Source: an optimization exercise on an open RTL-to-GDS flow (aim: small area, a short achievable clock period and few clock cycles). Production flows keep margins and buffers that such runs may drop. Only simulation tests tie the RTL to the original design; equivalence was not proved. Power figures rest on the tool's default switching activity, not on a simulated workload.

==> design/flow/design.v <==
package mult_types;
    typedef struct packed {
        logic reset_n;
        logic start;
        logic [31:0] multiplicand;
		  logic [31:0] multiplier;
    } multi_inputs_t;
    typedef enum bit[1:0] {
        NONE=2'b0,
		  ADD_SHIFT=2'b01,
		  DONE=2'b10
    } op_e;
    typedef struct packed {
        logic ready;
        logic done;
        int iteration;
        op_e op;
        logic[31:0] M;
        logic C;
        logic[31:0] A;
        logic[31:0] Q;
    } mstate_s;
endpackage : mult_types
package div_types;
    parameter int div_width_p = 32;
    typedef bit [div_width_p-1:0] dividend_t;
    typedef bit [div_width_p-1:0] divisor_t;
    typedef bit [div_width_p-1:0] quotient_t;
	 typedef bit [div_width_p*2:0] remainder_t;
endpackage : div_types
module register #(parameter width = 32)
(
    input clk,
    input load,
    input [width-1:0] in,
    output logic [width-1:0] out
);
logic [width-1:0] data;
always_ff @(posedge clk)
begin
    if (load)
    begin
        data <= in;
    end
end
always_comb
begin
    out = data;
end
endmodule
module multiplier
(
    input logic clk_i,
    input logic rst_i,
	 input logic signed1,
	 input logic signed2,
    input logic [31:0] multiplicand_i,
    input logic [31:0] multiplier_i,
    input logic start_i,
    output logic ready_o,
    output logic [63:0] product_o,
    output logic done_o
);
mult_types::mstate_s ms;
mult_types::mstate_s ms_init;
mult_types::mstate_s ms_add_shift;
mult_types::mstate_s inter;
logic update_state;
logic [63:0] unsigned_prod;
assign unsigned_prod = {ms.A, ms.Q};
logic multiplicand_positive;
assign multiplicand_positive = ~multiplicand_i[31];
logic multiplier_positive;
assign multiplier_positive = ~multiplier_i[31];
logic final_sign;
assign final_sign = (signed1 & ~multiplicand_positive) ^ (signed2 & ~multiplier_positive);
assign ready_o = ms.ready;
assign done_o = ms.done;
assign product_o = (final_sign && (signed1 || signed2)) ? (~unsigned_prod + 1'b1) : unsigned_prod;
always_comb begin : init
    ms_init.ready = 1'b0;
    ms_init.done = 1'b0;
    ms_init.iteration = 0;
    ms_init.op = mult_types::ADD_SHIFT;
    ms_init.M = (signed1) ? ((multiplicand_positive) ? multiplicand_i : (~multiplicand_i + 1)) : multiplicand_i; 
    ms_init.C = 1'b0;
    ms_init.A = 0;
    ms_init.Q = (signed2) ? ((multiplier_positive) ? multiplier_i : (~multiplier_i + 1)) : multiplier_i; 
end
always_comb begin : add_shift
		inter = ms;
	   if (ms.Q[0])
	   	  {inter.C, inter.A} = ms.A + ms.M;
	   else
	   	  inter.C = 1'b0;
      ms_add_shift = inter;
      ms_add_shift.op = mult_types::ADD_SHIFT;
      {ms_add_shift.A, ms_add_shift.Q} = {inter.C, inter.A, inter.Q[31:1]};
      ms_add_shift.iteration = inter.iteration + 1;
      if (ms_add_shift.iteration == 32) begin
            ms_add_shift.op = mult_types::DONE;
            ms_add_shift.done = 1'b1;
            ms_add_shift.ready = 1'b1;
      end
end
always_comb begin
    update_state = 1'b0;
    if ((start_i) | (ms.op == mult_types::ADD_SHIFT))
        update_state = 1'b1;
end
always_ff @(posedge clk_i) begin
    if (rst_i) begin
        ms <= '0;
        ms.ready <= 1'b1;
    end
	 else if (update_state) begin
        if (start_i & ready_o) begin
            ms <= ms_init;
        end
        else begin
            case (ms.op)
					 mult_types::ADD_SHIFT: ms <= ms_add_shift;
                default: ms <= ms_init;
            endcase
        end
    end
end
endmodule
module divider_control
(
    input clk,
    input rst,
    input start_i,
	 input div_types::dividend_t dividend,
	 input div_types::divisor_t divisor,
	 input div_types::remainder_t remainder_in,
    input inputs_signed,
	 output logic init,
    output logic load_remainder,
	 output div_types::remainder_t remainder_out,
	 output logic div_zero,
	 output logic sign_overflow,
	 output logic ready,
    output logic done
);
logic [6:0] counter;
logic [6:0] counter_new;
logic reset_counter;
assign div_zero = (divisor == 32'b0);
assign sign_overflow = (inputs_signed && (dividend == 32'h80000000) && (divisor == 32'h1));
function void set_defaults();
	done = 1'b0;
	ready = 1'b0;
	init = 1'b0;
	load_remainder = 1'b0;
	reset_counter = 1'b0;
	remainder_out = remainder_in;
	counter_new = counter;
endfunction
enum int unsigned {
	load,
	start,
	subtract,
	test,
	finish
} state, next_state;
always_ff @(posedge clk) begin
	state <= rst ? load : next_state;
	counter <= reset_counter ? 6'd32 : counter_new;
end
always_comb begin
	unique case(state)
		load: next_state = start_i ? start : load;
		start: next_state = (div_zero || sign_overflow) ? finish : subtract;
		subtract: next_state = test;
		test: if(counter == 6'd1)
					next_state = finish;
				else
					next_state = subtract;
		finish: next_state = load;
		default: next_state = load;
	endcase
end
always_comb begin
	set_defaults();
	unique case(state)
		load: if (start_i) begin
					reset_counter = 1'b1;
					init = 1'b1;
					load_remainder = 1'b1;
				end
				else
					ready = 1'b1;
		start: begin
					 if (~(div_zero || sign_overflow)) begin
						remainder_out = remainder_in << 1;
						load_remainder = 1'b1;
					 end
				 end
		subtract: begin
						 remainder_out = {(remainder_in [64:32] - {1'b0, divisor}), remainder_in[31:0]};
						 load_remainder = 1'b1;
					 end
		test: begin
					counter_new = counter - 1'b1;
					load_remainder = 1'b1;
					if (remainder_in[64]) begin
						remainder_out = {(remainder_in [64:32] + {1'b0, divisor}), remainder_in[31:0]} << 1;
					end
					else begin
						remainder_out = (remainder_in << 1) + 1'b1;
					end
				end
		finish: 	begin
						done = 1'b1;
						ready = 1'b1;
						load_remainder = 1'b1;
						if (~(div_zero || sign_overflow)) begin
							remainder_out = {(remainder_in [64:32] >> 1), remainder_in[31:0]};	
						end
						else begin
							remainder_out = div_zero ? {1'b0, remainder_in[31:0], 32'hFFFFFFFF} : {33'b0, dividend};
						end
					end
	endcase
end
endmodule
module divider
(
    input clk,
    input rst,
	 input start_i,
	 input div_types::dividend_t dividend,
    input div_types::divisor_t divisor,
	 input inputs_signed,
	 output div_types::quotient_t quotient,
    output div_types::quotient_t remainder,
	 output logic ready,
	 output logic done
);
logic load_remainder;
logic dividend_pos;
logic divisor_pos;
div_types::dividend_t dividend_in;
div_types::divisor_t divisor_in;
div_types::dividend_t dividend_out;
div_types::divisor_t divisor_out;
div_types::remainder_t remainder_in;
div_types::remainder_t remainder_mux_out;
div_types::remainder_t remainder_out;
div_types::quotient_t quotient_out;
logic quotient_sign;
logic div_zero;
logic sign_overflow;
logic init;
logic ready_out;
logic done_out;
div_types::dividend_t dividend_og;
assign remainder_mux_out = init ? {33'b0, dividend_og} : remainder_in;
assign dividend_pos = inputs_signed ? ~dividend_out[31] : 1'b1;
assign divisor_pos = inputs_signed ? ~divisor_out[31] : 1'b1;
assign quotient_sign = dividend_pos ^ divisor_pos;
assign quotient_out = remainder_out[31:0];
assign quotient = (quotient_sign && ~(div_zero || sign_overflow)) ? ~quotient_out + 1'b1 : quotient_out;
assign remainder = dividend_pos ? remainder_out[63:32] : ~remainder_out[63:32] + 1'b1;
assign dividend_in = dividend_pos ? dividend_out : (~dividend_out) + 1'b1;
assign divisor_in = divisor_pos ? divisor_out : (~divisor_out) + 1'b1;
assign dividend_og = (inputs_signed && dividend[31]) ? (~dividend) + 1'b1 : dividend;
register #(65) remainder_reg (
    .clk(clk),
    .load(load_remainder),
    .in(remainder_mux_out),
    .out(remainder_out)
);
register #(32) dividend_reg (
    .clk(clk),
    .load(start_i),
    .in(dividend),
    .out(dividend_out)
);
register #(32) divisor_reg (
    .clk(clk),
    .load(start_i),
    .in(divisor),
    .out(divisor_out)
);
divider_control  control (
    .clk (clk),
    .rst (rst),
    .start_i (start_i),
    .dividend (dividend_in),
    .divisor (divisor_in),
	 .remainder_in(remainder_out),
	 .inputs_signed (inputs_signed),
	 .init (init),
    .load_remainder (load_remainder),
	 .remainder_out (remainder_in),
	 .div_zero (div_zero),
	 .sign_overflow (sign_overflow),
	 .ready (ready_out),
    .done (done_out)
);
always_ff @(posedge clk) begin
	if (rst) begin
		done <= 1'b0;
		ready <= 1'b0;
	end
	else begin
		done <= done_out;
		ready <= ready_out;
	end
end
endmodule
module muldiv
(
    input  logic        clk,
    input  logic        rst,
    input  logic        start,
    input  logic [2:0]  funct3,
    input  logic [31:0] rs1,
    input  logic [31:0] rs2,
    output logic        ready,
    output logic        done,
    output logic [31:0] result
);
logic signed1;
logic signed2;
logic half_sel;
logic is_div;
logic mul_rdy;
logic mul_done;
logic [63:0] mul_out;
logic div_rdy;
logic div_done;
logic [31:0] quotient;
logic [31:0] remainder;
assign is_div = funct3[2];
always_comb begin
    unique case (funct3)
        3'b000: {signed1, signed2, half_sel} = 3'b000;  
        3'b001: {signed1, signed2, half_sel} = 3'b111;  
        3'b010: {signed1, signed2, half_sel} = 3'b101;  
        3'b011: {signed1, signed2, half_sel} = 3'b001;  
        3'b100: {signed1, signed2, half_sel} = 3'b110;  
        3'b101: {signed1, signed2, half_sel} = 3'b000;  
        3'b110: {signed1, signed2, half_sel} = 3'b110;  
        3'b111: {signed1, signed2, half_sel} = 3'b000;  
        default: {signed1, signed2, half_sel} = 3'b000;
    endcase
end
assign ready = mul_rdy & div_rdy;
assign done = is_div ? div_done : mul_done;
always_comb begin
    if (is_div)
        result = funct3[1] ? remainder : quotient;
    else
        result = half_sel ? mul_out[63:32] : mul_out[31:0];
end
multiplier MUL(
    .clk_i(clk),
    .rst_i(rst),
    .signed1(signed1),
    .signed2(signed2),
    .multiplicand_i(rs1),
    .multiplier_i(rs2),
    .start_i(start & ready & ~is_div),
    .ready_o(mul_rdy),
    .product_o(mul_out),
    .done_o(mul_done)
);
divider DIV(
    .clk(clk),
    .rst(rst),
    .start_i(start & ready & is_div),
    .dividend(rs1),
    .divisor(rs2),
    .inputs_signed(signed1 || signed2),
    .quotient(quotient),
    .remainder(remainder),
    .ready(div_rdy),
    .done(div_done)
);
endmodule
==> design/flow/run.sh <==
#!/bin/bash
# synth_recipe.tcl (not shown) runs the flow's synth.tcl, then flattens the netlist and writes it again
# the make line also repeats each setting of config.mk as NAME=value (left out here)
make -C /OpenROAD-flow-scripts/flow DESIGN_CONFIG=/design/flow/config.mk WORK_HOME=/design/flow/orfs CLKGATE_MAP_FILE= SYNTH_SCRIPT=/design/flow/synth_recipe.tcl finish
==> design/flow/config.mk <==
export PLATFORM = sky130hd
export DESIGN_NAME = muldiv
export DESIGN_NICKNAME = muldiv
export VERILOG_FILES = /design/flow/design.v
export SDC_FILE = /design/flow/constraint.sdc
export NUM_CORES = 4
export LEC_CHECK = 0
export CAP_MARGIN = 20
export CORE_MARGIN = 2
export CORE_UTILIZATION = 40
export SLEW_MARGIN = 20
==> design/flow/constraint.sdc <==
create_clock -name core_clock -period 9.0 [get_ports {clk}]
set_input_delay 1.8000 -clock core_clock [delete_from_list [all_inputs] [get_ports {clk}]]
set_output_delay 1.8000 -clock core_clock [all_outputs]
set_load 0.01 [all_outputs]
==> impl_metrics.toml <==
[die]
fp.dieW_um = 246
core_area_um2 = 57700
start_util = 0.404
dieArea_um2 = 60300
rows = 88
io_pins = 104
die_y_um = 246

[layout]
num-nets-final = 3110
antenna_cells = 0
mostFrequentLayoutCells = "nor2_1, nand2_1, a21oi_1"
areaGrowthSynthToFinish_pct = 12.1
fillers = 5707
drive_gt1_frac = 0.0554
final_common_cell = "nor2_1"

[critical_path]
crit_path_start_kind = "primary input"
cp_max_fo = 16
r2r-start = "DIV.divisor_reg.data[0]$_DFFE_PP_"
path_class = "in2out"
path_cells = "clkdlybuf4s50_1 > inv_1 > ha_1 > nor3_1 > nor2_2 > buf_4 > buf_4 > o41ai_1 > xor2_1 > nand4_1 > a211oi_1 > a311oi_4 > buf_12 > and3b_1 > o311ai_1 > nand2_1 > clkdlybuf4s50_1"
cp_slowest_cell = "clkdlybuf4s50_1"
end_kind = "output pin"
crit_required_ps = 7200
reg2reg_slack_ps = 2970
r2r_end = "DIV.remainder_reg.data[63]$_SDFFCE_PP0P_"
reg2regPathDepth = 16
cpPeakStageDelay_ps = 660
cp.arrival_ps = 6940

[sta]
rsz0062_at_grt = "no"
setup_viol = 0
max_freq_mhz = 114
max_slew.worst_pin.slew_ps = 1160
min_period_ps = 8740
tns_ps = 0
fin_worst_skew_ps = 28.7
whs_ps = 486
drv_slew = 0
hold_viol = 0
slew_headroom = 0.223
fin_crit_sh = 0.971

[route]
wl_per_cell_um = 24.2
viasPerCell = 6.26
drcViolationCount = 0
drt_wl_total_mm = 89.6
first_pass_iters = 7
ant_nets = 0
drt-initial-drc-count = 2566
vias = 23208

[global_route]
grtUsageTotal = 0.287
grt_pass1_vias = 21473
grt_pass1_wl_mm = 133
grt_overflow = 0
antenna_found_initial = 0
grt_start_max_net_pins = 99

[logic_synthesis]
synth_nets = 3110
synth_edf_count = 129
netlist_instances = 2919
avgSynthCellArea_um2 = 7.99
ys_seq_area_frac = 0.290
netlist_area_um2 = 23300
ys_ff_latch = 273
ys_async_sr_fraction = 0
synth_cell_types = 88
ys_warn_count = 6
synthFlopType = "dfxtp_1"

[placement]
place.gp.congestion = 0.980
numPortBuffers = 103
place_hpwl_mm = 67.2

[outcome]
outcome = "finished clean"

[min_path]
hold_path_class = "reg2reg"
min_to = "MUL.ms[65]$_SDFFE_PP0P_"
whs_path_depth = 2
hp-start = "MUL.ms[65]$_SDFFE_PP0P_"

[clock_network]
clk_latency_ps = 560
cts_root_buf = "clkbuf_16"
tritoncts = "yes"
cts.sinks = 273
path_clk_slew_ps = 70
clk_path_buf_depth = 3
htreeDepth = 2
numCtsBuffers = 35

[pwr]
peakVddDrop_uv = 135
leakage_nw = 9.42
p_per_area_nw_per_um2 = 170

[run]
drv_cap = 0
stage by stage:
| step | power (W) | instances | setup slack (ps) | utilization | cell area [um2] |
|---|---|---|---|---|---|
| after floorplan | 0.00244 | 2919 | 165 | - | 23300 |
| final | 0.00445 | 3709 | 260 | 0.454 | 26200 |
| after global placement | 0.00295 | 3646 | 330 | 0.433 | 25000 |
| after CTS | 0.00442 | 3708 | 253 | 0.453 | 26100 |
| after detailed placement | 0.00295 | 3646 | 292 | 0.433 | 25000 |
| after global routing | 0.00461 | 3709 | 13.1 | 0.454 | 26200 |
synth_stat cells, types with 9 or more instances:
| master | n | area, um2 |
|---|---|---|
| a211o_1 | 11 | 96.3 |
| a211oi_1 | 81 | 608 |
| a21o_1 | 32 | 240 |
| a21oi_1 | 217 | 1090 |
| a221o_1 | 15 | 150 |
| a221oi_1 | 10 | 87.6 |
| a222oi_1 | 13 | 130 |
| a22oi_1 | 13 | 97.6 |
| a311oi_1 | 51 | 447 |
| a31oi_1 | 36 | 225 |
| and2_1 | 15 | 93.8 |
| and3_1 | 24 | 150 |
| buf_1 | 9 | 33.8 |
| clkbuf_1 | 155 | 582 |
| dfxtp_1 | 144 | 2880 |
| edfxtp_1 | 129 | 3870 |
| ha_1 | 118 | 1480 |
| inv_1 | 100 | 375 |
| mux2i_1 | 19 | 190 |
| nand2_1 | 295 | 1110 |
| nand2b_1 | 25 | 156 |
| nand3_1 | 50 | 250 |
| nand4_1 | 33 | 206 |
| nor2_1 | 297 | 1110 |
| nor2b_1 | 18 | 113 |
| nor3_1 | 86 | 430 |
| nor3b_1 | 9 | 67.6 |
| nor4_1 | 36 | 225 |
| o211ai_1 | 12 | 90.1 |
| o21a_1 | 15 | 113 |
| o21ai_0 | 154 | 771 |
| o21bai_1 | 18 | 135 |
| o221ai_1 | 10 | 87.6 |
| o22ai_1 | 16 | 100 |
| o31ai_1 | 49 | 368 |
| o41ai_1 | 15 | 131 |
| or2_2 | 17 | 106 |
| or3_1 | 57 | 357 |
| or4_1 | 32 | 240 |
| xnor2_1 | 179 | 1570 |
| xor2_1 | 163 | 1430 |
how the worst max path moves through the flow:
stage | startpoint | end | slack, ps | depth (start not counted)
after global placement | funct3[1] | result[9] | 330 | 16
after global routing | funct3[0] | result[26] | 10 | 18
after detailed placement | funct3[0] | result[26] | 290 | 17
after floorplan | funct3[1] | DIV.remainder_reg.data[0]$_DFFE_PP_ | 160 | 15
final | funct3[1] | result[9] | 260 | 17
after CTS | funct3[0] | result[26] | 250 | 17
area by class of cell:
class,instances,area (um2),share of cell area
flip-flops and latches,273,6760,0.258
inverters,101,379,0.0145
repair buffers,142,1320,0.0506
clock buffers,51,1090,0.0417
well taps,765,957,0.0366
multi-input cells,2366,15600,0.595
clock inverters,11,96.3,0.00368
registers in the layout, summed over array words and instances (netlist names):
name                    cells
DIV.control.counter         7
DIV.remainder_reg.data     65
DIV.ready                   1
MUL.ms                    132
DIV.dividend_reg.data      32
DIV.done                    1
DIV.control.state           3
DIV.divisor_reg.data       32
repair_timing:
item / in CTS / in global routing
resized for setup: 0 / 2
hold endpoints to repair: 0 / 0
buffers inserted: 0 / 0
endpoints found under the setup margin: 0 / 2
hold buffers: 0 / 0
critical path: cells and delay by family:
family                   cells  cell delay (ps)
AO/OA/AOI/OAI                4             1470
adder cells (fa/ha/maj)      1              360
XOR/XNOR                     1              260
AND/OR/NAND/NOR              5             1010
buffers and inverters        6             2010
power by group:
part,total [W],internal (W),switching (W),leakage [nW]
Combinational,0.00141,0.000543,0.000867,6.48
Sequential,0.00157,0.00140,0.000164,2.36
Clock,0.00147,0.000874,0.000593,0.584
kinds of logic (layout without fill, tap and decap cells):
family	after synthesis	count (layout)	synth area share
and+or+nand+nor	1035	1035	0.216
AOI/OAI and AO/OA	843	843	0.242
xor gates and xnor gates	343	343	0.129
buffers and inverters	280	305	0.0471
DFF	273	273	0.290
adders and majority gates	121	121	0.0659
muxes	24	24	0.0106
routing by layer:
| metal | global-route usage | wire length (um) | vias up |
|---|---|---|---|
| li1 | - | - | 10747 |
| met1 | 0.380 | 37200 | 11175 |
| met3 | 0.0396 | 7140 | 183 |
| met2 | 0.464 | 41100 | 1103 |
| met4 | 0.128 | 4170 | 0 |
| met5 | 0 | 0 | - |
Testbench counts, summed over its fixed seeds: cycles 158,424.

-- static timing again, ports no longer ideal --
In the flow no input, the clock included, has a driving cell. The finished layout below was timed again as built, in two steps. Step 1 assumes that a clkbuf_16 drives the clock port and a buf_2 every other input. Step 2 adds t to the input delays and takes it off the output delays; t is the mean of the earliest and latest rising clock arrival at the registers after step 1. Input paths then give back, and output paths get back, about the clock's delay inside the block. Slacks: ideal / step 1 / step 2; pairs: ideal / step 1.
shift t [ns]: 0.608
setup WS [ns]: 0.260 / 0.237 / 0.237
worst setup path at the end: input to output
worst register clock-pin slew, ns: 0.07 / 0.07
After both steps setup and hold are still met in this run. For this run, drivers alone change the setup slack by -0.023 ns; drivers and shift together by -0.023 ns.
